Background: an optimization exercise with open tools, aiming at small area and a short achievable clock period. Do not read the settings as production practice.
RTL that was checked went through simulation tests only; none was proved equivalent to the original.
Function not checked in run 5: the RTL went through the layout flow alone.

--- design/flow/flow/run.sh ---
#!/bin/bash
set -euo pipefail
sed 's/yosys synth -nofsm -noshare/yosys synth -nofsm -noshare -noabc/' synth_recipe.tcl > my_synth.tcl
bash standard.sh "SYNTH_SCRIPT=$PWD/my_synth.tcl" "BUFFER_PORTS_ARGS=-buffer_cell sky130_fd_sc_hd__buf_1"  finish > standard.log 2>&1
--- design/flow/design.v ---
module MAC_25(
    input         sys_clk,
    input         sys_en,
    input         rst_n,
    input  [7:0]  data_in_a,
    input         sign_data_in_a,
    input  [7:0]  data_in_b,
    output [15:0] mul_output,
    output [24:0] mac_output
);
    wire [64:0] pp;
    wire [15:0] ra, rb, prod;
    wire [24:0] acc_next;
    reg  [24:0] acc;
    mac_pp u_pp(.data_in_a(data_in_a), .sign_data_in_a(sign_data_in_a), .data_in_b(data_in_b), .pp(pp));
    mac_tree u_tree(.pp(pp), .ra(ra), .rb(rb));
    mac_cpa u_cpa(.ra(ra), .rb(rb), .prod(prod));
    mac_acc u_acc(.sys_en(sys_en), .acc(acc), .prod(prod), .acc_next(acc_next));
    assign mul_output = prod;
    always @(posedge sys_clk or negedge rst_n) begin
        if (!rst_n)
            acc <= 25'd0;
        else
            acc <= acc_next;
    end
    assign mac_output = acc;
endmodule
module mac_pp(input [7:0] data_in_a, input sign_data_in_a, input [7:0] data_in_b, output [64:0] pp);
    wire [7:0] a = data_in_a;
    wire       t = sign_data_in_a;
    wire       bz = |data_in_b[6:0];
    wire [7:0] bp = {data_in_b[7] & bz, data_in_b[6:0]} ^ {8{t}};
    wire       sel1 = data_in_b[0];
    wire       sel2 = t & ~data_in_b[0];
    wire pp0_0 = (~sel1 | ~a[0]);
    wire pp0_1 = (~sel1 | ~a[1]) & (~sel2 | ~a[0]);
    wire pp0_2 = (~sel1 | ~a[2]) & (~sel2 | ~a[1]);
    wire pp0_3 = (~sel1 | ~a[3]) & (~sel2 | ~a[2]);
    wire pp0_4 = (~sel1 | ~a[4]) & (~sel2 | ~a[3]);
    wire pp0_5 = (~sel1 | ~a[5]) & (~sel2 | ~a[4]);
    wire pp0_6 = (~sel1 | ~a[6]) & (~sel2 | ~a[5]);
    wire pp0_7 = (~sel1 | ~a[7]) & (~sel2 | ~a[6]);
    wire pp0_8 = (~sel2 | ~a[7]);
    wire pp1_0 = ~a[0] | ~bp[1];
    wire pp1_1 = ~a[1] | ~bp[1];
    wire pp1_2 = ~a[2] | ~bp[1];
    wire pp1_3 = ~a[3] | ~bp[1];
    wire pp1_4 = ~a[4] | ~bp[1];
    wire pp1_5 = ~a[5] | ~bp[1];
    wire pp1_6 = ~a[6] | ~bp[1];
    wire pp1_7 = ~a[7] | ~bp[1];
    wire pp2_0 = ~a[0] | ~bp[2];
    wire pp2_1 = ~a[1] | ~bp[2];
    wire pp2_2 = ~a[2] | ~bp[2];
    wire pp2_3 = ~a[3] | ~bp[2];
    wire pp2_4 = ~a[4] | ~bp[2];
    wire pp2_5 = ~a[5] | ~bp[2];
    wire pp2_6 = ~a[6] | ~bp[2];
    wire pp2_7 = ~a[7] | ~bp[2];
    wire pp3_0 = ~a[0] | ~bp[3];
    wire pp3_1 = ~a[1] | ~bp[3];
    wire pp3_2 = ~a[2] | ~bp[3];
    wire pp3_3 = ~a[3] | ~bp[3];
    wire pp3_4 = ~a[4] | ~bp[3];
    wire pp3_5 = ~a[5] | ~bp[3];
    wire pp3_6 = ~a[6] | ~bp[3];
    wire pp3_7 = ~a[7] | ~bp[3];
    wire pp4_0 = ~a[0] | ~bp[4];
    wire pp4_1 = ~a[1] | ~bp[4];
    wire pp4_2 = ~a[2] | ~bp[4];
    wire pp4_3 = ~a[3] | ~bp[4];
    wire pp4_4 = ~a[4] | ~bp[4];
    wire pp4_5 = ~a[5] | ~bp[4];
    wire pp4_6 = ~a[6] | ~bp[4];
    wire pp4_7 = ~a[7] | ~bp[4];
    wire pp5_0 = ~a[0] | ~bp[5];
    wire pp5_1 = ~a[1] | ~bp[5];
    wire pp5_2 = ~a[2] | ~bp[5];
    wire pp5_3 = ~a[3] | ~bp[5];
    wire pp5_4 = ~a[4] | ~bp[5];
    wire pp5_5 = ~a[5] | ~bp[5];
    wire pp5_6 = ~a[6] | ~bp[5];
    wire pp5_7 = ~a[7] | ~bp[5];
    wire pp6_0 = ~a[0] | ~bp[6];
    wire pp6_1 = ~a[1] | ~bp[6];
    wire pp6_2 = ~a[2] | ~bp[6];
    wire pp6_3 = ~a[3] | ~bp[6];
    wire pp6_4 = ~a[4] | ~bp[6];
    wire pp6_5 = ~a[5] | ~bp[6];
    wire pp6_6 = ~a[6] | ~bp[6];
    wire pp6_7 = ~a[7] | ~bp[6];
    wire nbp7 = ~bp[7];
    wire pp7_0 = a[0] & bp[7];
    wire pp7_1 = a[1] & bp[7];
    wire pp7_2 = a[2] & bp[7];
    wire pp7_3 = a[3] & bp[7];
    wire pp7_4 = a[4] & bp[7];
    wire pp7_5 = a[5] & bp[7];
    wire pp7_6 = a[6] & bp[7];
    wire pp7_7 = a[7] & bp[7];
    assign pp = {pp7_7, pp7_6, pp6_7, pp7_5, pp6_6, pp5_7, pp7_4, pp6_5, pp5_6, pp4_7, pp7_3, pp6_4, pp5_5, pp4_6, pp3_7, pp7_2, pp6_3, pp5_4, pp4_5, pp3_6, pp2_7, pp7_1, pp6_2, pp5_3, pp4_4, pp3_5, pp2_6, pp1_7, pp0_8, pp7_0, pp6_1, pp5_2, pp4_3, pp3_4, pp2_5, pp1_6, pp0_7, pp6_0, pp5_1, pp4_2, pp3_3, pp2_4, pp1_5, pp0_6, pp5_0, pp4_1, pp3_2, pp2_3, pp1_4, pp0_5, pp4_0, pp3_1, pp2_2, pp1_3, pp0_4, pp3_0, pp2_1, pp1_2, pp0_3, pp2_0, pp1_1, pp0_2, pp1_0, pp0_1, pp0_0};
endmodule
module mac_tree(input [64:0] pp, output [15:0] ra, output [15:0] rb);
    wire pp0_0 = pp[0];
    wire pp0_1 = pp[1];
    wire pp1_0 = pp[2];
    wire pp0_2 = pp[3];
    wire pp1_1 = pp[4];
    wire pp2_0 = pp[5];
    wire pp0_3 = pp[6];
    wire pp1_2 = pp[7];
    wire pp2_1 = pp[8];
    wire pp3_0 = pp[9];
    wire pp0_4 = pp[10];
    wire pp1_3 = pp[11];
    wire pp2_2 = pp[12];
    wire pp3_1 = pp[13];
    wire pp4_0 = pp[14];
    wire pp0_5 = pp[15];
    wire pp1_4 = pp[16];
    wire pp2_3 = pp[17];
    wire pp3_2 = pp[18];
    wire pp4_1 = pp[19];
    wire pp5_0 = pp[20];
    wire pp0_6 = pp[21];
    wire pp1_5 = pp[22];
    wire pp2_4 = pp[23];
    wire pp3_3 = pp[24];
    wire pp4_2 = pp[25];
    wire pp5_1 = pp[26];
    wire pp6_0 = pp[27];
    wire pp0_7 = pp[28];
    wire pp1_6 = pp[29];
    wire pp2_5 = pp[30];
    wire pp3_4 = pp[31];
    wire pp4_3 = pp[32];
    wire pp5_2 = pp[33];
    wire pp6_1 = pp[34];
    wire pp7_0 = pp[35];
    wire pp0_8 = pp[36];
    wire pp1_7 = pp[37];
    wire pp2_6 = pp[38];
    wire pp3_5 = pp[39];
    wire pp4_4 = pp[40];
    wire pp5_3 = pp[41];
    wire pp6_2 = pp[42];
    wire pp7_1 = pp[43];
    wire pp2_7 = pp[44];
    wire pp3_6 = pp[45];
    wire pp4_5 = pp[46];
    wire pp5_4 = pp[47];
    wire pp6_3 = pp[48];
    wire pp7_2 = pp[49];
    wire pp3_7 = pp[50];
    wire pp4_6 = pp[51];
    wire pp5_5 = pp[52];
    wire pp6_4 = pp[53];
    wire pp7_3 = pp[54];
    wire pp4_7 = pp[55];
    wire pp5_6 = pp[56];
    wire pp6_5 = pp[57];
    wire pp7_4 = pp[58];
    wire pp5_7 = pp[59];
    wire pp6_6 = pp[60];
    wire pp7_5 = pp[61];
    wire pp6_7 = pp[62];
    wire pp7_6 = pp[63];
    wire pp7_7 = pp[64];
    wire s1 = pp0_2 ^ pp1_1 ^ pp2_0;
    wire c2 = (pp0_2 & pp1_1) | (pp0_2 & pp2_0) | (pp1_1 & pp2_0);
    wire s3 = pp0_3 ^ pp1_2 ^ pp2_1;
    wire c4 = (pp0_3 & pp1_2) | (pp0_3 & pp2_1) | (pp1_2 & pp2_1);
    wire s5 = pp3_0 ^ c2 ^ s3;
    wire c6 = (pp3_0 & c2) | (pp3_0 & s3) | (c2 & s3);
    wire s7 = pp0_4 ^ pp1_3 ^ pp2_2;
    wire c8 = (pp0_4 & pp1_3) | (pp0_4 & pp2_2) | (pp1_3 & pp2_2);
    wire s9 = pp3_1 ^ pp4_0 ^ c4;
    wire c10 = (pp3_1 & pp4_0) | (pp3_1 & c4) | (pp4_0 & c4);
    wire s11 = s7 ^ c6 ^ s9;
    wire c12 = (s7 & c6) | (s7 & s9) | (c6 & s9);
    wire s13 = pp0_5 ^ pp1_4 ^ pp2_3;
    wire c14 = (pp0_5 & pp1_4) | (pp0_5 & pp2_3) | (pp1_4 & pp2_3);
    wire s15 = pp3_2 ^ pp4_1 ^ pp5_0;
    wire c16 = (pp3_2 & pp4_1) | (pp3_2 & pp5_0) | (pp4_1 & pp5_0);
    wire s17 = c8 ^ s13 ^ s15;
    wire c18 = (c8 & s13) | (c8 & s15) | (s13 & s15);
    wire s19 = c10 ^ s17 ^ c12;
    wire c20 = (c10 & s17) | (c10 & c12) | (s17 & c12);
    wire s21 = pp0_6 ^ pp1_5 ^ pp2_4;
    wire c22 = (pp0_6 & pp1_5) | (pp0_6 & pp2_4) | (pp1_5 & pp2_4);
    wire s23 = pp3_3 ^ pp4_2 ^ pp5_1;
    wire c24 = (pp3_3 & pp4_2) | (pp3_3 & pp5_1) | (pp4_2 & pp5_1);
    wire s25 = pp6_0 ^ c14 ^ c16;
    wire c26 = (pp6_0 & c14) | (pp6_0 & c16) | (c14 & c16);
    wire s27 = s21 ^ s23 ^ c18;
    wire c28 = (s21 & s23) | (s21 & c18) | (s23 & c18);
    wire s29 = s25 ^ s27 ^ c20;
    wire c30 = (s25 & s27) | (s25 & c20) | (s27 & c20);
    wire s31 = 1'b0 ^ pp0_7 ^ pp1_6;
    wire c32 = (1'b0 & pp0_7) | (1'b0 & pp1_6) | (pp0_7 & pp1_6);
    wire s33 = pp2_5 ^ pp3_4 ^ pp4_3;
    wire c34 = (pp2_5 & pp3_4) | (pp2_5 & pp4_3) | (pp3_4 & pp4_3);
    wire s35 = pp5_2 ^ pp6_1 ^ c22;
    wire c36 = (pp5_2 & pp6_1) | (pp5_2 & c22) | (pp6_1 & c22);
    wire s37 = c24 ^ s31 ^ s33;
    wire c38 = (c24 & s31) | (c24 & s33) | (s31 & s33);
    wire s39 = pp7_0 ^ c26 ^ s35;
    wire c40 = (pp7_0 & c26) | (pp7_0 & s35) | (c26 & s35);
    wire s41 = s37 ^ c28 ^ s39;
    wire c42 = (s37 & c28) | (s37 & s39) | (c28 & s39);
    wire s43 = pp0_8 ^ pp1_7 ^ pp2_6;
    wire c44 = (pp0_8 & pp1_7) | (pp0_8 & pp2_6) | (pp1_7 & pp2_6);
    wire s45 = pp3_5 ^ pp4_4 ^ pp5_3;
    wire c46 = (pp3_5 & pp4_4) | (pp3_5 & pp5_3) | (pp4_4 & pp5_3);
    wire s47 = pp6_2 ^ c32 ^ c34;
    wire c48 = (pp6_2 & c32) | (pp6_2 & c34) | (c32 & c34);
    wire s49 = s43 ^ s45 ^ pp7_1;
    wire c50 = (s43 & s45) | (s43 & pp7_1) | (s45 & pp7_1);
    wire s51 = c36 ^ c38 ^ s47;
    wire c52 = (c36 & c38) | (c36 & s47) | (c38 & s47);
    wire s53 = s49 ^ c40 ^ s51;
    wire c54 = (s49 & c40) | (s49 & s51) | (c40 & s51);
    wire s55 = pp2_7 ^ pp3_6 ^ pp4_5;
    wire c56 = (pp2_7 & pp3_6) | (pp2_7 & pp4_5) | (pp3_6 & pp4_5);
    wire s57 = pp5_4 ^ pp6_3 ^ c44;
    wire c58 = (pp5_4 & pp6_3) | (pp5_4 & c44) | (pp6_3 & c44);
    wire s59 = c46 ^ s55 ^ pp7_2;
    wire c60 = (c46 & s55) | (c46 & pp7_2) | (s55 & pp7_2);
    wire s61 = c48 ^ s57 ^ c50;
    wire c62 = (c48 & s57) | (c48 & c50) | (s57 & c50);
    wire s63 = s59 ^ c52 ^ s61;
    wire c64 = (s59 & c52) | (s59 & s61) | (c52 & s61);
    wire s65 = pp3_7 ^ pp4_6 ^ pp5_5;
    wire c66 = (pp3_7 & pp4_6) | (pp3_7 & pp5_5) | (pp4_6 & pp5_5);
    wire s67 = pp6_4 ^ c56 ^ s65;
    wire c68 = (pp6_4 & c56) | (pp6_4 & s65) | (c56 & s65);
    wire s69 = pp7_3 ^ c58 ^ c60;
    wire c70 = (pp7_3 & c58) | (pp7_3 & c60) | (c58 & c60);
    wire s71 = s67 ^ c62 ^ s69;
    wire c72 = (s67 & c62) | (s67 & s69) | (c62 & s69);
    wire s73 = pp4_7 ^ pp5_6 ^ pp6_5;
    wire c74 = (pp4_7 & pp5_6) | (pp4_7 & pp6_5) | (pp5_6 & pp6_5);
    wire s75 = c66 ^ s73 ^ pp7_4;
    wire c76 = (c66 & s73) | (c66 & pp7_4) | (s73 & pp7_4);
    wire s77 = c68 ^ s75 ^ c70;
    wire c78 = (c68 & s75) | (c68 & c70) | (s75 & c70);
    wire s79 = pp5_7 ^ pp6_6 ^ c74;
    wire c80 = (pp5_7 & pp6_6) | (pp5_7 & c74) | (pp6_6 & c74);
    wire s81 = pp7_5 ^ s79 ^ c76;
    wire c82 = (pp7_5 & s79) | (pp7_5 & c76) | (s79 & c76);
    wire s83 = pp6_7 ^ pp7_6 ^ c80;
    wire c84 = (pp6_7 & pp7_6) | (pp6_7 & c80) | (pp7_6 & c80);
    assign ra = {1'b0, pp7_7, s83, s81, c72, c64, c54, c42, s41, s29, s19, s11, s5, s1, pp0_1, pp0_0};
    assign rb = {1'b1, c84, c82, c78, s77, s71, s63, s53, c30, 1'b1, 1'b1, 1'b1, 1'b1, 1'b1, pp1_0, 1'b1};
endmodule
module mac_cpa(input [15:0] ra, input [15:0] rb, output [15:0] prod);
    wire [15:0] g85 = ra & rb;
    wire [15:0] p86 = ra ^ rb;
    wire g87 = ra[0] | rb[0];
    wire G88 = g85[1] | (p86[1] & g87);
    wire P89 = p86[1] & p86[0];
    wire G90 = g85[3] | (p86[3] & g85[2]);
    wire P91 = p86[3] & p86[2];
    wire G92 = g85[5] | (p86[5] & g85[4]);
    wire P93 = p86[5] & p86[4];
    wire G94 = g85[7] | (p86[7] & g85[6]);
    wire P95 = p86[7] & p86[6];
    wire G96 = g85[9] | (p86[9] & g85[8]);
    wire P97 = p86[9] & p86[8];
    wire G98 = g85[11] | (p86[11] & g85[10]);
    wire P99 = p86[11] & p86[10];
    wire G100 = g85[13] | (p86[13] & g85[12]);
    wire P101 = p86[13] & p86[12];
    wire G102 = g85[15] | (p86[15] & g85[14]);
    wire P103 = p86[15] & p86[14];
    wire G104 = g85[2] | (p86[2] & G88);
    wire P105 = p86[2] & P89;
    wire G106 = G90 | (P91 & G88);
    wire P107 = P91 & P89;
    wire G108 = g85[6] | (p86[6] & G92);
    wire P109 = p86[6] & P93;
    wire G110 = G94 | (P95 & G92);
    wire P111 = P95 & P93;
    wire G112 = g85[10] | (p86[10] & G96);
    wire P113 = p86[10] & P97;
    wire G114 = G98 | (P99 & G96);
    wire P115 = P99 & P97;
    wire G116 = g85[14] | (p86[14] & G100);
    wire P117 = p86[14] & P101;
    wire G118 = G102 | (P103 & G100);
    wire P119 = P103 & P101;
    wire G120 = g85[4] | (p86[4] & G106);
    wire P121 = p86[4] & P107;
    wire G122 = G92 | (P93 & G106);
    wire P123 = P93 & P107;
    wire G124 = G108 | (P109 & G106);
    wire P125 = P109 & P107;
    wire G126 = G110 | (P111 & G106);
    wire P127 = P111 & P107;
    wire G128 = g85[12] | (p86[12] & G114);
    wire P129 = p86[12] & P115;
    wire G130 = G100 | (P101 & G114);
    wire P131 = P101 & P115;
    wire G132 = G116 | (P117 & G114);
    wire P133 = P117 & P115;
    wire G134 = G118 | (P119 & G114);
    wire P135 = P119 & P115;
    wire G136 = g85[8] | (p86[8] & G126);
    wire P137 = p86[8] & P127;
    wire G138 = G96 | (P97 & G126);
    wire P139 = P97 & P127;
    wire G140 = G112 | (P113 & G126);
    wire P141 = P113 & P127;
    wire G142 = G114 | (P115 & G126);
    wire P143 = P115 & P127;
    wire G144 = G128 | (P129 & G126);
    wire P145 = P129 & P127;
    wire G146 = G130 | (P131 & G126);
    wire P147 = P131 & P127;
    wire G148 = G132 | (P133 & G126);
    wire P149 = P133 & P127;
    wire G150 = G134 | (P135 & G126);
    wire P151 = P135 & P127;
    assign prod = ~(p86 ^ {G148, G146, G144, G142, G140, G138, G136, G126, G124, G122, G120, G106, G104, G88, g87, 1'b1});
endmodule
module mac_acc(input sys_en, input [24:0] acc, input [15:0] prod, output [24:0] acc_next);
    wire [15:0] pg = prod & {16{sys_en}};
    wire cy16;
    wire [15:0] lo_sum;
    wire [15:0] g152 = acc[15:0] & pg;
    wire [15:0] p153 = acc[15:0] ^ pg;
    wire G154 = g152[1] | (p153[1] & g152[0]);
    wire G155 = g152[2] | (p153[2] & G154);
    wire G156 = g152[3] | (p153[3] & G155);
    wire G157 = g152[4] | (p153[4] & G156);
    wire G158 = g152[5] | (p153[5] & G157);
    wire G159 = g152[6] | (p153[6] & G158);
    wire G160 = g152[7] | (p153[7] & G159);
    wire G161 = g152[9] | (p153[9] & g152[8]);
    wire P162 = p153[9] & p153[8];
    wire G163 = g152[11] | (p153[11] & g152[10]);
    wire P164 = p153[11] & p153[10];
    wire G165 = g152[13] | (p153[13] & g152[12]);
    wire P166 = p153[13] & p153[12];
    wire G167 = g152[15] | (p153[15] & g152[14]);
    wire P168 = p153[15] & p153[14];
    wire G169 = g152[10] | (p153[10] & G161);
    wire P170 = p153[10] & P162;
    wire G171 = G163 | (P164 & G161);
    wire P172 = P164 & P162;
    wire G173 = g152[14] | (p153[14] & G165);
    wire P174 = p153[14] & P166;
    wire G175 = G167 | (P168 & G165);
    wire P176 = P168 & P166;
    wire G177 = g152[12] | (p153[12] & G171);
    wire P178 = p153[12] & P172;
    wire G179 = G165 | (P166 & G171);
    wire P180 = P166 & P172;
    wire G181 = G173 | (P174 & G171);
    wire P182 = P174 & P172;
    wire G183 = G175 | (P176 & G171);
    wire P184 = P176 & P172;
    wire G185 = g152[8] | (p153[8] & G160);
    wire G186 = G161 | (P162 & G160);
    wire G187 = G169 | (P170 & G160);
    wire G188 = G171 | (P172 & G160);
    wire G189 = G177 | (P178 & G160);
    wire G190 = G179 | (P180 & G160);
    wire G191 = G181 | (P182 & G160);
    wire G192 = G183 | (P184 & G160);
    assign lo_sum = p153 ^ {G191, G190, G189, G188, G187, G186, G185, G160, G159, G158, G157, G156, G155, G154, g152[0], 1'b0};
    assign cy16 = G192;
    assign acc_next[15:0] = lo_sum;
    wire inc = cy16 & ~pg[15];
    wire dec = pg[15] & ~cy16;
    wire [8:0] hi = acc[24:16];
    wire [8:0] ones, zeros;
    assign ones[0] = 1'b1;
    assign zeros[0] = 1'b1;
    assign ones[1] = ones[0] & hi[0];
    assign zeros[1] = zeros[0] & ~hi[0];
    assign ones[2] = ones[1] & hi[1];
    assign zeros[2] = zeros[1] & ~hi[1];
    assign ones[3] = ones[2] & hi[2];
    assign zeros[3] = zeros[2] & ~hi[2];
    assign ones[4] = ones[3] & hi[3];
    assign zeros[4] = zeros[3] & ~hi[3];
    assign ones[5] = ones[4] & hi[4];
    assign zeros[5] = zeros[4] & ~hi[4];
    assign ones[6] = ones[5] & hi[5];
    assign zeros[6] = zeros[5] & ~hi[5];
    assign ones[7] = ones[6] & hi[6];
    assign zeros[7] = zeros[6] & ~hi[6];
    assign ones[8] = ones[7] & hi[7];
    assign zeros[8] = zeros[7] & ~hi[7];
    assign acc_next[24:16] = hi ^ (({9{inc}} & ones) | ({9{dec}} & zeros));
endmodule
--- design/flow/config.mk ---
export PLATFORM = sky130hd
export DESIGN_NAME = MAC_25
export DESIGN_NICKNAME = MAC_25
export VERILOG_FILES = /design/flow/design.v
export SDC_FILE = /design/flow/constraint.sdc
export NUM_CORES = 4
export LEC_CHECK = 0
export CAP_MARGIN = 20
export CORE_MARGIN = 2
export CORE_UTILIZATION = 40
export GPL_TIMING_DRIVEN = 1
export SETUP_SLACK_MARGIN = 2.5
export SLEW_MARGIN = 20
--- design/flow/standard.sh ---
#!/bin/bash
# synth_recipe.tcl (not shown) runs the flow's synth.tcl, then flattens the netlist and writes it again
# the make line also repeats each setting of config.mk as NAME=value (left out here)
make -C /OpenROAD-flow-scripts/flow DESIGN_CONFIG=/design/flow/config.mk WORK_HOME=/design/flow/orfs CLKGATE_MAP_FILE= SYNTH_SCRIPT=/design/flow/synth_recipe.tcl "${@:-finish}"
--- design/flow/constraint.sdc ---
create_clock -name core_clock -period 12.0 [get_ports {sys_clk}]
set_input_delay 2.4000 -clock core_clock [delete_from_list [all_inputs] [get_ports {sys_clk}]]
set_output_delay 2.4000 -clock core_clock [all_outputs]
set_load 0.01 [all_outputs]
==> notes.md, run 1 <==
gpl congestion=0.786; Area growth syn-to-layout=13.2%; Final WS setup=2.81 ns; routed via count=2,345; max reg flops=25; max cap viols=0; initial antenna violation count=0; post-synthesis xor/xnor area fraction=8.82%; final setup vio count=0; share of layout cells above drive strength 1=6.58%; hold_buf cts=0; worst hold path type=reg -> reg; Top reg by flops=acc; first-pass GRT wire length=10,900 um; top flop regs=acc (25); final hold violation count=0; Post-Syn Area=3160 um^2; register area=626 um^2; clock-pin slew on the worst setup and hold paths=0.08 ns; post-synth top area share=31.6%; Final period util=76.6%; Post-DRT Antenna Nets=0; boundary pin count=61; Worst slew margin=49.5%; synth top area cells=fa_1 (32%), dfrtp_1 (20%), ha_1 (9.1%); critical-path maximum fanout=15; multiplexer share of the synthesized area=0.949%; Min-Delay Path Depth=1; cts bufs inserted=3; cells after synthesis=316; largest family of logic cells by synthesized area=adder cells; CTS tree=built; filler cell count=766; Pins Over Slew Limit=0; die width=92.9 um; clock latency (worst-skew pair)=0.27 ns; sequential fraction of the synthesis area=19.8%; clk sink count=25; final net count=459; leading area contributor after synthesis=fa_1; Initial Util=41.2%; Post-route DRC=0; Syn Area/Cell=10.0 um^2; CP Launch Type=input port; DP Worst Slack=2.08 ns; Final TNS setup=0 ns; commonest non-fill, non-tap cell in the layout=nand2_1; DIE AREA=8640 um^2; FF-to-FF path depth=18; largest net degree at the start of global routing=26; Ant. Diodes=0; Crit path required time=9.60 ns; initial detailed-routing violation count=65; Fmax=0.109 GHz; Via density=5.02; total global-route track usage=15.7%; YS warnings=1; clk buf depth=2; syn_nets=409; Synth Area in Simple Gates=18.0%; Crit. End Element=primary output; WL final=6250 um; die height=92.9 um; Clock Tree Root=clkbuf_8; Wirelength per Cell=13.4 um; Std-Cell Core Area=7690 um^2; I/O Buffers=60; most frequent cells in the layout=nand2_1 (65), buf_1 (58), fa_1 (50); drt first pass iters=4; site row count=32; Multi-input gate area=2520 um^2; Worst-Margin Slew=0.755 ns; outcome=timing/DRC/antenna clean; synth unique cells=40; Final Skew=0.00960 ns; H-tree Lvls=1; worst endpoint data arrival time=6.79 ns; Congestion Overflow GR=0; compound-gate portion of the synthesized area=8.54%; HPWL after detailed placement=5240 um; register bit count reported by yosys=25; vias in the first global route=2,416; minimum clock period after layout=9.19 ns; unrepaired setup endpoints after global routing=false; Synth Area in Adders=40.7%; critical path type=in -> out
layer usage:
metal  up-vias  GRT usage (%)  wire length (um)
met5         -              0                 0
li1       1124              -                 -
met4         0           3.55                78
met2        40           26.8              3170
met3         6           2.60               202
met1      1175           20.9              2800
cells in the mapped netlist, drive strengths merged:
library cell and n:
a31oi 2, or2 3, and2 16, nand3b 2, mux2i 3, a31o 3
nor2 14, xor2 15, o21ai 6, a21o 5, o22ai 1, clkbuf 10
buf 6, o41ai 1, and3 2, xnor2 16, nor4 1, a32oi 1
fa 50, nor2b 9, nor3b 1, nand2b 2, ha 23, o21bai 2
o31ai 1, inv 7, nand4 1, nand2 65, dfrtp 25, a211o 1
a21oi 15, or4 2, o21a 1, nor3 2, a211oi 1, nand3 1
worst paths after layout:
path	startpoint	to	slack, ns
worst max-delay path	sign_data_in_a	mul_output[9]	2.81
worst min-delay path	acc[24]	acc[24]	0.47
worst max register to register	acc[0]	acc[24]	6.06
worst min register to register	acc[24]	acc[24]	0.47
max in group asynchronous	rst_n	acc[1]	9.64
min in group asynchronous	rst_n	acc[15]	2.10
layout make-up:
cell class / count / area share (%)
Clock inverter: 1 / 0.140
Clock buffer: 3 / 1.15
Tap cell: 102 / 3.56
Sequential cell: 25 / 17.5
Timing Repair Buffer: 61 / 6.63
Multi-Input combinational cell: 268 / 70.3
Inverter: 7 / 0.733
cells by family (layout without fill, tap and decap cells):
kind of cell	count (synthesis)	count (layout)
flops	25	25
fa+ha+maj	73	73
buf+inv	23	72
simple gates	121	121
xor+xnor	31	31
mux	3	3
compound gates	40	40
metrics by stage:
| step | cells | util, % | hold slack, ns | cell area [um^2] |
|---|---|---|---|---|
| after floorplan | 316 | - | 0.504 | 3160 |
| after global placement | 463 | 44.9 | 0.454 | 3450 |
| after detailed placement | 463 | 44.9 | 0.458 | 3450 |
| after CTS | 467 | 45.5 | 0.473 | 3500 |
| after global routing | 467 | 46.6 | 0.498 | 3580 |
| final | 467 | 46.6 | 0.468 | 3580 |
worst max-delay path, cell delays in order:
cell,delay (ns)
clkbuf_4,0.34
xor2_4,0.30
nand2_1,0.13
fa_1,0.47
fa_1,0.47
fa_1,0.45
fa_1,0.41
fa_1,0.50
or2_2,0.34
a21o_1,0.20
fa_1,0.37
xnor2_1,0.21
buf_1,0.18
what timing repair did:
| item | CTS | global route |
|---|---|---|
| resized for setup | 1 | 12 |
| setup buffers | 0 | 0 |
| endpoints found under the hold margin | 0 | 0 |
| endpoints found under the setup margin | 11 | 11 |
==> inputs of run 2 (changes only) <==
--- a/design/flow/config.mk
+++ b/design/flow/config.mk
@@ -9,4 +9,3 @@
 export CORE_MARGIN = 2
-export CORE_UTILIZATION = 40
-export GPL_TIMING_DRIVEN = 1
+export CORE_UTILIZATION = 50
 export SETUP_SLACK_MARGIN = 2.5
==> notes.md, run 2 <==
Ant. Diodes=0; Post-Syn Area=3160 um^2; Post-DRT Antenna Nets=0; post-CTS resize count=2; DIE AREA=6980 um^2; outcome=timing/DRC/antenna clean; Crit. End Element=primary output; CP Launch Type=input port; Initial Util=52.5%; Worst slew margin=52.0%; syn_nets=409; YS warnings=1; Final WS setup=2.84 ns; worst hold path type=reg -> reg; I/O Buffers=60; Worst-Margin Slew=0.717 ns; HPWL after detailed placement=5090 um; final cell count without fillers=440; synth unique cells=40; critical path type=in -> out; Min-Delay Path Depth=1; r2r setup slk=6.07 ns; total global-route track usage=18.5%; most frequent cells in the layout=nand2_1 (65), buf_1 (58), fa_1 (50); initial detailed-routing violation count=63; final setup vio count=0; Syn Area/Cell=10.0 um^2; Clock Tree Root=clkbuf_8; Top reg by flops=acc; Post-synth EDFFs=0; max cap viols=0; Placed Instances=436; leading area contributor after synthesis=fa_1; ys flop type=dfrtp_1; clock latency (worst-skew pair)=0.28 ns; Congestion Overflow GR=0; sequential fraction of the synthesis area=19.8%; cells after synthesis=316; Final Skew=0.00680 ns; Pins Over Slew Limit=0; routed via count=2,323; CTS tree=built; die height=83.6 um; Final period util=76.3%; unrepaired setup endpoints after global routing=false; worst endpoint data arrival time=6.76 ns; final hold violation count=0; site row count=28; Wirelength per Cell=13.9 um; async set-or-reset flop fraction in the synthesized netlist=100%; Final TNS setup=0 ns; top-count cell post-synth=nand2_1; die width=83.6 um; FF-to-FF path depth=18; vias in the first global route=2,296; drt first pass iters=4; clk sink count=25; cts bufs inserted=3; most frequent cells after synthesis=nand2_1 (65), fa_1 (50), dfrtp_1 (25); first-pass GRT wire length=10,700 um; hold_buf cts=0; initial antenna violation count=0; WL final=6140 um; Via density=5.28; final net count=459; top flop regs=acc (25); share of layout cells above drive strength 1=6.30%; gpl congestion=0.841; Fmax=0.109 GHz; H-tree Lvls=1; register bit count reported by yosys=25; max reg flops=25; DP Worst Slack=2.11 ns; critical-path maximum fanout=15; Post-route DRC=0; Std-Cell Core Area=6030 um^2; Crit path required time=9.60 ns; Area growth syn-to-layout=12.3%; Post-CTS Setup Bufs=0; synth top area cells=fa_1 (32%), dfrtp_1 (20%), ha_1 (9.1%); minimum clock period after layout=9.16 ns; largest net degree at the start of global routing=26; clk buf depth=2; boundary pin count=61; commonest non-fill, non-tap cell in the layout=nand2_1; clock-pin slew on the worst setup and hold paths=0.09 ns; post-synth top area share=31.6%
run 2: layout make-up:
| type | instances | area [um^2] |
|---|---|---|
| timing repair buffer | 61 | 238 |
| sequential | 25 | 626 |
| tap | 75 | 93.8 |
| clock buffer | 3 | 41.3 |
| clock inverter | 1 | 5.00 |
| inverter | 7 | 26.3 |
| fill | 583 | 2470 |
| multi-input combinational | 268 | 2520 |
run 2: cells by family after synthesis:
family	after synthesis	share of synthesized area [%]
AND/OR/NAND/NOR	121	18.0
adder cells (fa/ha/maj)	73	40.7
AO/OA/AOI/OAI	40	8.54
XOR/XNOR	31	8.82
flip-flops	25	19.8
buffers and inverters	23	3.16
multiplexers	3	0.949
run 2: routing by layer:
layer	part of all wire [%]	global-route usage [%]
met5	0	0
met3	4.2	2.97
met4	0.78	2.79
met2	50	29.9
met1	45	27.0
run 2: worst paths after layout:
check / startpoint / to
max: sign_data_in_a / mul_output[9]
min: acc[24] / acc[24]
max reg2reg: acc[0] / acc[23]
min reg2reg: acc[24] / acc[24]
max in group asynchronous: rst_n / acc[11]
min in group asynchronous: rst_n / acc[16]
run 2: metrics by stage:
step                hold slack, ns  area [um^2]  util, %
floorplan                    0.504         3160        -
global placement             0.458         3420     56.7
detailed placement           0.461         3420     56.7
CTS                          0.477         3470     57.6
global route                 0.495         3550     59.0
finish                       0.475         3550     59.0
run 2: worst max-delay path: stages:
cell and delay [ns]:
clkbuf_4 0.34, xor2_4 0.31, nand2_1 0.14, fa_1 0.45
fa_1 0.47, fa_1 0.45, fa_1 0.41, fa_1 0.49
or2_2 0.34, a21o_1 0.19, fa_1 0.37, xnor2_1 0.20
buf_1 0.18
==> inputs of run 3 (changes only) <==
--- a/design/flow/config.mk
+++ b/design/flow/config.mk
@@ -9,3 +9,3 @@
 export CORE_MARGIN = 2
-export CORE_UTILIZATION = 50
+export CORE_UTILIZATION = 60
 export SETUP_SLACK_MARGIN = 2.5
==> notes.md, run 3 <==
outcome=timing/DRC/antenna clean; multiplexer share of the synthesized area=0.949%; critical-path maximum fanout=15; clock latency (worst-skew pair)=0.26 ns; syn_nets=409; worst hold path type=reg -> reg; Fmax=0.108 GHz; final hold violation count=0; top-count cell post-synth=nand2_1; CP Launch Type=input port; initial detailed-routing violation count=99; Final TNS setup=0 ns; RR Endpoint=acc[23]; Area growth syn-to-layout=11.3%; die height=76.6 um; vias in the first global route=2,346; final cell count without fillers=435; leading area contributor after synthesis=fa_1; filler cell count=442; Final Skew=0.00179 ns; total global-route track usage=21.6%; final setup vio count=0; GRT met3 Usage=3.55%; Top reg by flops=acc; gpl congestion=0.836; sequential fraction of the synthesis area=19.8%; Hold WS=0.474 ns; FF-to-FF path depth=18; top flop regs=acc (25); cts bufs inserted=3; Clock Tree Root=clkbuf_8; share of layout cells above drive strength 1=5.75%; Via density=5.42; Setup crit end=mul_output[14]; die width=76.6 um; Pins Over Slew Limit=0; YS warnings=1; worst r2r src=acc[0]; global routing's busiest layer=met2; clk sink count=25; Congestion Overflow GR=0; CTS tree=built; HPWL after detailed placement=5020 um; DIE AREA=5870 um^2; Worst slew margin=48.9%; critical path type=in -> out; register bit count reported by yosys=25; site row count=26; initial antenna violation count=0; Crit. End Element=primary output; compound-gate portion of the synthesized area=8.54%; routed via count=2,356; r2r setup slk=6.08 ns; Wirelength per Cell=13.7 um; hold_buf cts=0; final net count=459; Synth Area in Adders=40.7%; Worst-Margin Slew=0.766 ns; Synth Area in Simple Gates=18.0%; clk buf depth=2; post-synth top area share=31.6%; synth unique cells=40; Std-Cell Core Area=5110 um^2; Setup crit start=sign_data_in_a; Placed Instances=431; ys flop type=dfrtp_1; minimum clock period after layout=9.23 ns; largest net degree at the start of global routing=26; Final period util=77.0%; Initial Util=62.0%; Syn Area/Cell=10.0 um^2; unrepaired setup endpoints after global routing=true; Post-Syn Area=3160 um^2; WL final=5970 um; post-synthesis xor/xnor area fraction=8.82%; most frequent cells after synthesis=nand2_1 (65), fa_1 (50), dfrtp_1 (25); Post-synth EDFFs=0; met2 Usage GRT=36.6%; I/O Buffers=60; Crit path required time=9.60 ns; max cap viols=0; synth top area cells=fa_1 (32%), dfrtp_1 (20%), ha_1 (9.1%); boundary pin count=61; largest family of logic cells by synthesized area=adder cells; H-tree Lvls=1; async set-or-reset flop fraction in the synthesized netlist=100%; commonest non-fill, non-tap cell in the layout=nand2_1; most frequent cells in the layout=nand2_1 (65), buf_1 (59), fa_1 (50); cells after synthesis=316; worst endpoint data arrival time=6.83 ns; clock-pin slew on the worst setup and hold paths=0.08 ns; Post-DRT Antenna Nets=0; Post-route DRC=0; first-pass GRT wire length=10,300 um; met1 Use GR=30.2%; drt first pass iters=4; Ant. Diodes=0; max reg flops=25
[run 3: cell count changes in the layout (fill, tap and decap cells not counted)]
| cell | before | now |
|---|---|---|
| a21oi_2 | 1 | 0 |
| buf_1 | 58 | 59 |
| xor2_4 | 4 | 2 |
| a21oi_1 | 14 | 15 |
| xor2_2 | 2 | 4 |
| clkbuf_2 | 1 | 0 |
[run 3: worst max-delay path, stage by stage]
cell	delay, ns
clkbuf_4	0.32
xor2_2	0.36
nand2_1	0.13
fa_1	0.42
fa_1	0.47
fa_1	0.45
fa_1	0.41
fa_1	0.37
ha_1	0.22
nor4_1	0.45
a211o_1	0.30
a32oi_1	0.16
xnor2_1	0.20
buf_1	0.17
[run 3: final cells by class]
cell class | instances | area, um^2 | area share [%]
Sequential cell | 25 | 626 | 17.8
Inverter | 7 | 26.3 | 0.746
Tap cell | 70 | 87.6 | 2.49
Clock buffer | 3 | 41.3 | 1.17
Clock inverter | 1 | 5.00 | 0.142
Timing Repair Buffer | 61 | 236 | 6.72
Multi-Input combinational cell | 268 | 2500 | 71.0
[run 3: cells by family after synthesis]
logic type,Yosys count
compound gates,40
simple gates,121
flops,25
mux,3
fa+ha+maj,73
xor+xnor,31
buf+inv,23
[run 3: worst min-delay path by stage]
stage            start       to  slack (ns)  cells past startpoint
3_5_place_dp   acc[24]  acc[24]        0.47                      1
2_1_floorplan  acc[24]  acc[24]        0.50                      1
5_1_grt        acc[24]  acc[24]        0.50                      1
4_1_cts        acc[24]  acc[24]        0.48                      1
6_report       acc[24]  acc[24]        0.47                      1
3_3_place_gp   acc[24]  acc[24]        0.45                      1
[run 3: metrics by stage]
step	util [%]	area (um^2)	worst slack, ns
6_report	68.9	3520	2.77
5_1_grt	68.9	3520	2.48
4_1_cts	67.7	3460	2.55
3_5_place_dp	66.8	3410	2.15
3_3_place_gp	66.8	3410	2.18
2_1_floorplan	-	3160	2.88
[run 3: what timing repair did]
item                       4_1_cts  5_1_grt
setup endpoints to repair       10       11
setup buffers                    0        0
gates resized for setup          1        8
[run 3: routing by layer]
metal	vias to the layer above	routed length (um)
met2	59	2990
met3	8	244
met5	-	0
li1	1119	-
met4	0	58
met1	1170	2670
==> inputs of run 4 (changes only) <==
--- a/design/flow/config.mk
+++ b/design/flow/config.mk
@@ -9,3 +9,3 @@
 export CORE_MARGIN = 2
-export CORE_UTILIZATION = 60
+export CORE_UTILIZATION = 55
 export SETUP_SLACK_MARGIN = 2.5
==> notes.md, run 4 <==
outcome=timing/DRC/antenna clean; share of layout cells above drive strength 1=5.75%; unrepaired setup endpoints after global routing=true; Via density=5.46; Slowest cell on crit path=or4_4; Post-route DRC=0; crit-path max cell delay=0.55 ns; minimum clock period after layout=9.20 ns; die width=79.9 um; total global-route track usage=21.4%; top-count cell post-synth=nand2_1; Critical path buffers and inverters=2; post-synth top area share=31.6%; Congestion Overflow GR=0; boundary pin count=61; final setup vio count=0; Final Skew=0.00632 ns; clock latency (worst-skew pair)=0.28 ns; initial detailed-routing violation count=105; Std-Cell Core Area=5540 um^2; ys flop type=dfrtp_1; WL final=6380 um; Final WS setup=2.80 ns; initial antenna violation count=0; final net count=459; cells after synthesis=316; hold_buf cts=0; YS warnings=1; routed via count=2,387; worst endpoint data arrival time=6.80 ns; commonest non-fill, non-tap cell in the layout=nand2_1; Post-Syn Area=3160 um^2; critical-path maximum fanout=8; Post-CTS Setup Bufs=0; max reg flops=25; Crit path required time=9.60 ns; DIE AREA=6380 um^2; largest net degree at the start of global routing=26; Initial Util=57.1%; clk sink count=25; Wirelength per Cell=14.6 um; synth top area cells=fa_1 (32%), dfrtp_1 (20%), ha_1 (9.1%); Ant. Diodes=0; sequential fraction of the synthesis area=19.8%; met2 Usage GRT=34.5%; Top Family by Delay on Critical Path=adder cells; syn_nets=409; first-pass GRT wire length=10,700 um; Worst slew margin=50.7%; most frequent cells in the layout=nand2_1 (65), buf_1 (59), fa_1 (50); max cap viols=0; site row count=27; I/O Buffers=60; async set-or-reset flop fraction in the synthesized netlist=100%; drt first pass iters=4; cts bufs inserted=3; critical path type=in -> out; clock-pin slew on the worst setup and hold paths=0.10 ns; Top reg by flops=acc; global routing's busiest layer=met2; Final TNS setup=0 ns; die height=79.9 um; Pins Over Slew Limit=0; leading area contributor after synthesis=fa_1; synth unique cells=40; Fmax=0.109 GHz; top flop regs=acc (25); most frequent cells after synthesis=nand2_1 (65), fa_1 (50), dfrtp_1 (25); vias in the first global route=2,259; register bit count reported by yosys=25; CTS tree=built; CP Launch Type=input port; HPWL after detailed placement=5260 um; met1 Use GR=32.2%; CP most frequent cell=fa_1; clk buf depth=2; Worst-Margin Slew=0.740 ns; Post-DRT Antenna Nets=0; critical path, cell by cell=buf_1 > or4_4 > o41ai_4 > xor2_4 > nor2b_1 > fa_1 > fa_1 > fa_1 > ha_1 > a21o_1 > a21oi_1 > o21ai_0 > o31ai_1 > buf_1; Final period util=76.7%; final hold violation count=0; gpl congestion=0.791; Syn Area/Cell=10.0 um^2; Post-synth EDFFs=0; Crit. End Element=primary output; GRT met3 Usage=3.17%; worst hold path type=reg -> reg; Area growth syn-to-layout=11.4%; H-tree Lvls=1; DP Worst Slack=2.00 ns; Hold WS=0.507 ns; Clock Tree Root=clkbuf_8
[run 4: area by class of cell]
cell class / count / area (um^2)
Clock buffer: 3 / 41.3
Clock inverter: 1 / 7.51
Fill cell: 504 / 2010
Inverter: 7 / 26.3
Multi-Input combinational cell: 268 / 2500
Sequential cell: 25 / 626
Tap cell: 72 / 90.1
Timing Repair Buffer: 61 / 236
[run 4: cell families (layout without fill, tap and decap cells)]
kind of cell / count (synthesis) / count (layout) / share of synthesized area [%]
simple gates: 121 / 121 / 18.0
mux: 3 / 3 / 0.949
compound gates: 40 / 40 / 8.54
fa+ha+maj: 73 / 73 / 40.7
buf+inv: 23 / 72 / 3.16
flops: 25 / 25 / 19.8
xor+xnor: 31 / 31 / 8.82
[run 4: path summary, 6_finish.rpt]
| kind | startpoint | end | slack, ns | depth (start not counted) |
|---|---|---|---|---|
| max in group asynchronous | rst_n | acc[18] | 9.67 | 2 |
| hold / removal | acc[24] | acc[24] | 0.51 | 1 |
| min in group asynchronous | rst_n | acc[21] | 2.09 | 2 |
| setup / recovery | data_in_b[2] | mul_output[13] | 2.80 | 14 |
| hold reg to reg | acc[24] | acc[24] | 0.51 | 1 |
| setup reg to reg | acc[0] | acc[24] | 5.99 | 18 |
[run 4: timing repair]
item | CTS | global route
endpoints found under the hold margin | 0 | 0
gates resized for setup | 2 | 7
pin swaps | 0 | 0
cloned | 0 | 0
endpoints found under the setup margin | 11 | 11
[run 4: metrics by stage]
stage	utilization, %	instances	instance area (um^2)
4_1_cts	62.6	437	3470
6_report	63.6	437	3530
5_1_grt	63.6	437	3530
3_5_place_dp	61.6	433	3410
3_3_place_gp	61.6	433	3410
2_1_floorplan	-	316	3160
[run 4: routing by layer]
layer,vias up,wire length [um]
li1,1123,-
met1,1190,2840
met2,70,3220
met3,4,300
met4,0,19
met5,-,0
==> inputs of run 5 (changes only) <==
--- a/design/flow/design.v
+++ b/design/flow/design.v
@@ -15,90 +15,2 @@
     mac_pp u_pp(.data_in_a(data_in_a), .sign_data_in_a(sign_data_in_a), .data_in_b(data_in_b), .pp(pp));
-    mac_tree u_tree(.pp(pp), .ra(ra), .rb(rb));
-    mac_cpa u_cpa(.ra(ra), .rb(rb), .prod(prod));
-    mac_acc u_acc(.sys_en(sys_en), .acc(acc), .prod(prod), .acc_next(acc_next));
-    assign mul_output = prod;
-    always @(posedge sys_clk or negedge rst_n) begin
-        if (!rst_n)
-            acc <= 25'd0;
-        else
-            acc <= acc_next;
-    end
-    assign mac_output = acc;
-endmodule
-module mac_pp(input [7:0] data_in_a, input sign_data_in_a, input [7:0] data_in_b, output [64:0] pp);
-    wire [7:0] a = data_in_a;
-    wire       t = sign_data_in_a;
-    wire       bz = |data_in_b[6:0];
-    wire [7:0] bp = {data_in_b[7] & bz, data_in_b[6:0]} ^ {8{t}};
-    wire       sel1 = data_in_b[0];
-    wire       sel2 = t & ~data_in_b[0];
-    wire pp0_0 = (~sel1 | ~a[0]);
-    wire pp0_1 = (~sel1 | ~a[1]) & (~sel2 | ~a[0]);
-    wire pp0_2 = (~sel1 | ~a[2]) & (~sel2 | ~a[1]);
-    wire pp0_3 = (~sel1 | ~a[3]) & (~sel2 | ~a[2]);
-    wire pp0_4 = (~sel1 | ~a[4]) & (~sel2 | ~a[3]);
-    wire pp0_5 = (~sel1 | ~a[5]) & (~sel2 | ~a[4]);
-    wire pp0_6 = (~sel1 | ~a[6]) & (~sel2 | ~a[5]);
-    wire pp0_7 = (~sel1 | ~a[7]) & (~sel2 | ~a[6]);
-    wire pp0_8 = (~sel2 | ~a[7]);
-    wire pp1_0 = ~a[0] | ~bp[1];
-    wire pp1_1 = ~a[1] | ~bp[1];
-    wire pp1_2 = ~a[2] | ~bp[1];
-    wire pp1_3 = ~a[3] | ~bp[1];
-    wire pp1_4 = ~a[4] | ~bp[1];
-    wire pp1_5 = ~a[5] | ~bp[1];
-    wire pp1_6 = ~a[6] | ~bp[1];
-    wire pp1_7 = ~a[7] | ~bp[1];
-    wire pp2_0 = ~a[0] | ~bp[2];
-    wire pp2_1 = ~a[1] | ~bp[2];
-    wire pp2_2 = ~a[2] | ~bp[2];
-    wire pp2_3 = ~a[3] | ~bp[2];
-    wire pp2_4 = ~a[4] | ~bp[2];
-    wire pp2_5 = ~a[5] | ~bp[2];
-    wire pp2_6 = ~a[6] | ~bp[2];
-    wire pp2_7 = ~a[7] | ~bp[2];
-    wire pp3_0 = ~a[0] | ~bp[3];
-    wire pp3_1 = ~a[1] | ~bp[3];
-    wire pp3_2 = ~a[2] | ~bp[3];
-    wire pp3_3 = ~a[3] | ~bp[3];
-    wire pp3_4 = ~a[4] | ~bp[3];
-    wire pp3_5 = ~a[5] | ~bp[3];
-    wire pp3_6 = ~a[6] | ~bp[3];
-    wire pp3_7 = ~a[7] | ~bp[3];
-    wire pp4_0 = ~a[0] | ~bp[4];
-    wire pp4_1 = ~a[1] | ~bp[4];
-    wire pp4_2 = ~a[2] | ~bp[4];
-    wire pp4_3 = ~a[3] | ~bp[4];
-    wire pp4_4 = ~a[4] | ~bp[4];
-    wire pp4_5 = ~a[5] | ~bp[4];
-    wire pp4_6 = ~a[6] | ~bp[4];
-    wire pp4_7 = ~a[7] | ~bp[4];
-    wire pp5_0 = ~a[0] | ~bp[5];
-    wire pp5_1 = ~a[1] | ~bp[5];
-    wire pp5_2 = ~a[2] | ~bp[5];
-    wire pp5_3 = ~a[3] | ~bp[5];
-    wire pp5_4 = ~a[4] | ~bp[5];
-    wire pp5_5 = ~a[5] | ~bp[5];
-    wire pp5_6 = ~a[6] | ~bp[5];
-    wire pp5_7 = ~a[7] | ~bp[5];
-    wire pp6_0 = ~a[0] | ~bp[6];
-    wire pp6_1 = ~a[1] | ~bp[6];
-    wire pp6_2 = ~a[2] | ~bp[6];
-    wire pp6_3 = ~a[3] | ~bp[6];
-    wire pp6_4 = ~a[4] | ~bp[6];
-    wire pp6_5 = ~a[5] | ~bp[6];
-    wire pp6_6 = ~a[6] | ~bp[6];
-    wire pp6_7 = ~a[7] | ~bp[6];
-    wire nbp7 = ~bp[7];
-    wire pp7_0 = a[0] & bp[7];
-    wire pp7_1 = a[1] & bp[7];
-    wire pp7_2 = a[2] & bp[7];
-    wire pp7_3 = a[3] & bp[7];
-    wire pp7_4 = a[4] & bp[7];
-    wire pp7_5 = a[5] & bp[7];
-    wire pp7_6 = a[6] & bp[7];
-    wire pp7_7 = a[7] & bp[7];
-    assign pp = {pp7_7, pp7_6, pp6_7, pp7_5, pp6_6, pp5_7, pp7_4, pp6_5, pp5_6, pp4_7, pp7_3, pp6_4, pp5_5, pp4_6, pp3_7, pp7_2, pp6_3, pp5_4, pp4_5, pp3_6, pp2_7, pp7_1, pp6_2, pp5_3, pp4_4, pp3_5, pp2_6, pp1_7, pp0_8, pp7_0, pp6_1, pp5_2, pp4_3, pp3_4, pp2_5, pp1_6, pp0_7, pp6_0, pp5_1, pp4_2, pp3_3, pp2_4, pp1_5, pp0_6, pp5_0, pp4_1, pp3_2, pp2_3, pp1_4, pp0_5, pp4_0, pp3_1, pp2_2, pp1_3, pp0_4, pp3_0, pp2_1, pp1_2, pp0_3, pp2_0, pp1_1, pp0_2, pp1_0, pp0_1, pp0_0};
-endmodule
-module mac_tree(input [64:0] pp, output [15:0] ra, output [15:0] rb);
     wire pp0_0 = pp[0];
@@ -254,4 +166,2 @@
     assign rb = {1'b1, c84, c82, c78, s77, s71, s63, s53, c30, 1'b1, 1'b1, 1'b1, 1'b1, 1'b1, pp1_0, 1'b1};
-endmodule
-module mac_cpa(input [15:0] ra, input [15:0] rb, output [15:0] prod);
     wire [15:0] g85 = ra & rb;
@@ -324,4 +234,2 @@
     assign prod = ~(p86 ^ {G148, G146, G144, G142, G140, G138, G136, G126, G124, G122, G120, G106, G104, G88, g87, 1'b1});
-endmodule
-module mac_acc(input sys_en, input [24:0] acc, input [15:0] prod, output [24:0] acc_next);
     wire [15:0] pg = prod & {16{sys_en}};
@@ -396,2 +304,85 @@
     assign acc_next[24:16] = hi ^ (({9{inc}} & ones) | ({9{dec}} & zeros));
+    assign mul_output = prod;
+    always @(posedge sys_clk or negedge rst_n) begin
+        if (!rst_n)
+            acc <= 25'd0;
+        else
+            acc <= acc_next;
+    end
+    assign mac_output = acc;
+endmodule
+module mac_pp(input [7:0] data_in_a, input sign_data_in_a, input [7:0] data_in_b, output [64:0] pp);
+    wire [7:0] a = data_in_a;
+    wire       t = sign_data_in_a;
+    wire       bz = |data_in_b[6:0];
+    wire [7:0] bp = {data_in_b[7] & bz, data_in_b[6:0]} ^ {8{t}};
+    wire       sel1 = data_in_b[0];
+    wire       sel2 = t & ~data_in_b[0];
+    wire pp0_0 = (~sel1 | ~a[0]);
+    wire pp0_1 = (~sel1 | ~a[1]) & (~sel2 | ~a[0]);
+    wire pp0_2 = (~sel1 | ~a[2]) & (~sel2 | ~a[1]);
+    wire pp0_3 = (~sel1 | ~a[3]) & (~sel2 | ~a[2]);
+    wire pp0_4 = (~sel1 | ~a[4]) & (~sel2 | ~a[3]);
+    wire pp0_5 = (~sel1 | ~a[5]) & (~sel2 | ~a[4]);
+    wire pp0_6 = (~sel1 | ~a[6]) & (~sel2 | ~a[5]);
+    wire pp0_7 = (~sel1 | ~a[7]) & (~sel2 | ~a[6]);
+    wire pp0_8 = (~sel2 | ~a[7]);
+    wire pp1_0 = ~a[0] | ~bp[1];
+    wire pp1_1 = ~a[1] | ~bp[1];
+    wire pp1_2 = ~a[2] | ~bp[1];
+    wire pp1_3 = ~a[3] | ~bp[1];
+    wire pp1_4 = ~a[4] | ~bp[1];
+    wire pp1_5 = ~a[5] | ~bp[1];
+    wire pp1_6 = ~a[6] | ~bp[1];
+    wire pp1_7 = ~a[7] | ~bp[1];
+    wire pp2_0 = ~a[0] | ~bp[2];
+    wire pp2_1 = ~a[1] | ~bp[2];
+    wire pp2_2 = ~a[2] | ~bp[2];
+    wire pp2_3 = ~a[3] | ~bp[2];
+    wire pp2_4 = ~a[4] | ~bp[2];
+    wire pp2_5 = ~a[5] | ~bp[2];
+    wire pp2_6 = ~a[6] | ~bp[2];
+    wire pp2_7 = ~a[7] | ~bp[2];
+    wire pp3_0 = ~a[0] | ~bp[3];
+    wire pp3_1 = ~a[1] | ~bp[3];
+    wire pp3_2 = ~a[2] | ~bp[3];
+    wire pp3_3 = ~a[3] | ~bp[3];
+    wire pp3_4 = ~a[4] | ~bp[3];
+    wire pp3_5 = ~a[5] | ~bp[3];
+    wire pp3_6 = ~a[6] | ~bp[3];
+    wire pp3_7 = ~a[7] | ~bp[3];
+    wire pp4_0 = ~a[0] | ~bp[4];
+    wire pp4_1 = ~a[1] | ~bp[4];
+    wire pp4_2 = ~a[2] | ~bp[4];
+    wire pp4_3 = ~a[3] | ~bp[4];
+    wire pp4_4 = ~a[4] | ~bp[4];
+    wire pp4_5 = ~a[5] | ~bp[4];
+    wire pp4_6 = ~a[6] | ~bp[4];
+    wire pp4_7 = ~a[7] | ~bp[4];
+    wire pp5_0 = ~a[0] | ~bp[5];
+    wire pp5_1 = ~a[1] | ~bp[5];
+    wire pp5_2 = ~a[2] | ~bp[5];
+    wire pp5_3 = ~a[3] | ~bp[5];
+    wire pp5_4 = ~a[4] | ~bp[5];
+    wire pp5_5 = ~a[5] | ~bp[5];
+    wire pp5_6 = ~a[6] | ~bp[5];
+    wire pp5_7 = ~a[7] | ~bp[5];
+    wire pp6_0 = ~a[0] | ~bp[6];
+    wire pp6_1 = ~a[1] | ~bp[6];
+    wire pp6_2 = ~a[2] | ~bp[6];
+    wire pp6_3 = ~a[3] | ~bp[6];
+    wire pp6_4 = ~a[4] | ~bp[6];
+    wire pp6_5 = ~a[5] | ~bp[6];
+    wire pp6_6 = ~a[6] | ~bp[6];
+    wire pp6_7 = ~a[7] | ~bp[6];
+    wire nbp7 = ~bp[7];
+    wire pp7_0 = a[0] & bp[7];
+    wire pp7_1 = a[1] & bp[7];
+    wire pp7_2 = a[2] & bp[7];
+    wire pp7_3 = a[3] & bp[7];
+    wire pp7_4 = a[4] & bp[7];
+    wire pp7_5 = a[5] & bp[7];
+    wire pp7_6 = a[6] & bp[7];
+    wire pp7_7 = a[7] & bp[7];
+    assign pp = {pp7_7, pp7_6, pp6_7, pp7_5, pp6_6, pp5_7, pp7_4, pp6_5, pp5_6, pp4_7, pp7_3, pp6_4, pp5_5, pp4_6, pp3_7, pp7_2, pp6_3, pp5_4, pp4_5, pp3_6, pp2_7, pp7_1, pp6_2, pp5_3, pp4_4, pp3_5, pp2_6, pp1_7, pp0_8, pp7_0, pp6_1, pp5_2, pp4_3, pp3_4, pp2_5, pp1_6, pp0_7, pp6_0, pp5_1, pp4_2, pp3_3, pp2_4, pp1_5, pp0_6, pp5_0, pp4_1, pp3_2, pp2_3, pp1_4, pp0_5, pp4_0, pp3_1, pp2_2, pp1_3, pp0_4, pp3_0, pp2_1, pp1_2, pp0_3, pp2_0, pp1_1, pp0_2, pp1_0, pp0_1, pp0_0};
 endmodule
==> notes.md, run 5 <==
commonest non-fill, non-tap cell in the layout=nand2_1; Initial Util=56.0%; top-count cell post-synth=nand2_1; clock-pin slew on the worst setup and hold paths=0.09 ns; Ant. Diodes=0; register bit count reported by yosys=25; syn_nets=426; drt first pass iters=5; site row count=28; critical-path maximum fanout=9; critical path, cell by cell=buf_1 > nand2_1 > nor2_1 > a21oi_1 > fa_1 > fa_1 > fa_1 > fa_1 > fa_1 > or4_1 > a21o_1 > fa_1 > xnor2_1 > buf_1; cts bufs inserted=3; Final period util=77.2%; ys flop type=dfrtp_1; async set-or-reset flop fraction in the synthesized netlist=100%; Std-Cell Core Area=5850 um^2; crit-path max cell delay=0.57 ns; outcome=timing/DRC/antenna clean; Final Skew=0.00797 ns; HPWL after detailed placement=5470 um; Syn Area/Cell=9.84 um^2; share of layout cells above drive strength 1=7.05%; most frequent cells after synthesis=nand2_1 (65), fa_1 (50), dfrtp_1 (25); critical path type=in -> out; final net count=477; max cap viols=0; Crit path required time=9.60 ns; Final TNS setup=0 ns; worst hold path type=reg -> reg; minimum clock period after layout=9.27 ns; Post-Syn Area=3280 um^2; CTS tree=built; Area growth syn-to-layout=12.2%; top flop regs=acc (25); CP Launch Type=input port; initial antenna violation count=0; final hold violation count=0; Slowest cell on crit path=or4_1; YS warnings=1; WL final=6670 um; largest family of logic cells by synthesized area=adder cells; Synth Area in Adders=39.3%; leading area contributor after synthesis=fa_1; Worst-Margin Slew=0.719 ns; Via density=5.55; clk buf depth=2; Post-synth EDFFs=0; clk sink count=25; cells after synthesis=333; die width=81.2 um; Crit. End Element=primary output; initial detailed-routing violation count=68; Multi-input gate area=2630 um^2; clock latency (worst-skew pair)=0.27 ns; Top reg by flops=acc; Post-route DRC=0; vias in the first global route=2,421; DIE AREA=6590 um^2; I/O Buffers=60; Worst slew margin=51.9%; CP most frequent cell=fa_1; compound-gate portion of the synthesized area=10.4%; hold_buf cts=0; post-synthesis xor/xnor area fraction=7.44%; Wirelength per Cell=14.6 um; worst endpoint data arrival time=6.87 ns; gpl congestion=0.861; boundary pin count=61; first-pass GRT wire length=11,000 um; Synth Area in Simple Gates=19.6%; post-synth top area share=30.5%; H-tree Lvls=1; die height=81.2 um; synth unique cells=50; Fmax=0.108 GHz; filler cell count=546; max reg flops=25; Post-DRT Antenna Nets=0; Congestion Overflow GR=0; largest net degree at the start of global routing=26; multiplexer share of the synthesized area=1.26%; synth top area cells=fa_1 (31%), dfrtp_1 (19%), ha_1 (8.8%); routed via count=2,544; total global-route track usage=21.6%; most frequent cells in the layout=nand2_1 (65), buf_1 (57), fa_1 (50); final setup vio count=0; sequential fraction of the synthesis area=19.1%; register area=626 um^2; Pins Over Slew Limit=0; Finished Core Util=62.9%; unrepaired setup endpoints after global routing=false; Clock Tree Root=clkbuf_8
## run 5: cell types whose count changed after synthesis, moves of 3 or more
cell,change
nand3_1,+3
or3_1,+4
inv_1,-3
xor2_1,-5
o211ai_1,+4
and2_1,-4
o21ai_0,+3
a31o_2,-3
## run 5: critical path, delay by kind of cell
kind,cells,cell delay [ns]
buffers and inverters,2,0.50
xor gates and xnor gates,1,0.17
adders and majority gates,6,2.73
and+or+nand+nor,3,0.75
AOI/OAI and AO/OA,2,0.28
## run 5: path summary, 6_finish.rpt
path	from	slack [ns]	cells past startpoint	endpoint
max in group asynchronous	rst_n	9.65	2	acc[9]
min	acc[24]	0.47	1	acc[24]
max	data_in_a[2]	2.73	14	mul_output[9]
max reg2reg	acc[0]	6.42	17	acc[24]
min reg2reg	acc[24]	0.47	1	acc[24]
min in group asynchronous	rst_n	2.10	2	acc[19]
## run 5: area by class of cell
class	count	share of cell area (%)
clock buffers	3	1.12
clock inverters	1	0.204
inverters	5	0.510
multi-input cells	286	71.6
flip-flops and latches	25	17.0
well taps	75	2.55
repair buffers	63	7.01
## run 5: routing by layer
| metal | GRT usage (%) | vias up | part of all wire (%) |
|---|---|---|---|
| met1 | 30.9 | 1250 | 44 |
| met4 | 3.73 | 0 | 0.77 |
| li1 | - | 1224 | - |
| met3 | 3.67 | 4 | 6.1 |
| met2 | 35.0 | 66 | 49 |
| met5 | 0 | - | 0 |
## run 5: through the flow
| stage | hold WS (ns) | worst slack (ns) | cell area [um^2] | instances |
|---|---|---|---|---|
| 2_1_floorplan | 0.508 | 2.53 | 3280 | 333 |
| 3_3_place_gp | 0.463 | 2.10 | 3530 | 452 |
| 3_5_place_dp | 0.466 | 1.87 | 3530 | 452 |
| 4_1_cts | 0.480 | 2.50 | 3590 | 456 |
| 5_1_grt | 0.507 | 2.50 | 3680 | 458 |
| 6_report | 0.470 | 2.73 | 3680 | 458 |
## run 5: timing repair
| action | in CTS | in global routing |
|---|---|---|
| setup buffers | 0 | 2 |
| endpoints found under the setup margin | 13 | 12 |
| gates resized for setup | 3 | 13 |
## run 5: cells by family (layout without fill, tap and decap cells)
group | count (synthesis) | in the layout
buf+inv | 22 | 72
xor+xnor | 27 | 27
fa+ha+maj | 73 | 73
compound gates | 51 | 51
mux | 4 | 4
flops | 25 | 25
simple gates | 131 | 131

[port drivers added, routing unchanged]
The flow's constraints put no driver on any port. The routed layouts listed below were extracted and timed again, unchanged, in two steps.
Step 1: set_driving_cell puts a clkbuf_16 on sys_clk and a buf_2 on each other input, an assumption about the parent block.
Step 2 moves the port delays by t, midway between the first and last clock arrival at a register: inputs arrive t later, outputs are due t later. That takes back most of the time a late clock gives input paths.
Three values: ideal, step 1, step 2; two values: the first two.
run	t, ns	setup WS [ns]	slew at the worst register clock pin (ns)	worst data-port slew with drivers (ns)
run 1	0.295	2.806 / 2.782 / 2.665	0.09 / 0.09	0.03
run 2	0.297	2.841 / 2.815 / 2.669	0.09 / 0.09	0.03
run 3	0.287	2.766 / 2.742 / 2.697	0.08 / 0.08	0.03
run 4	0.296	2.795 / 2.773 / 2.639	0.10 / 0.10	0.03
run 5	0.295	2.731 / 2.705 / 2.705	0.09 / 0.09	0.04
After both steps every run listed still meets setup and hold. For run 2, which loses most, drivers alone change the setup slack by -0.026 ns; drivers and shift together by -0.172 ns.
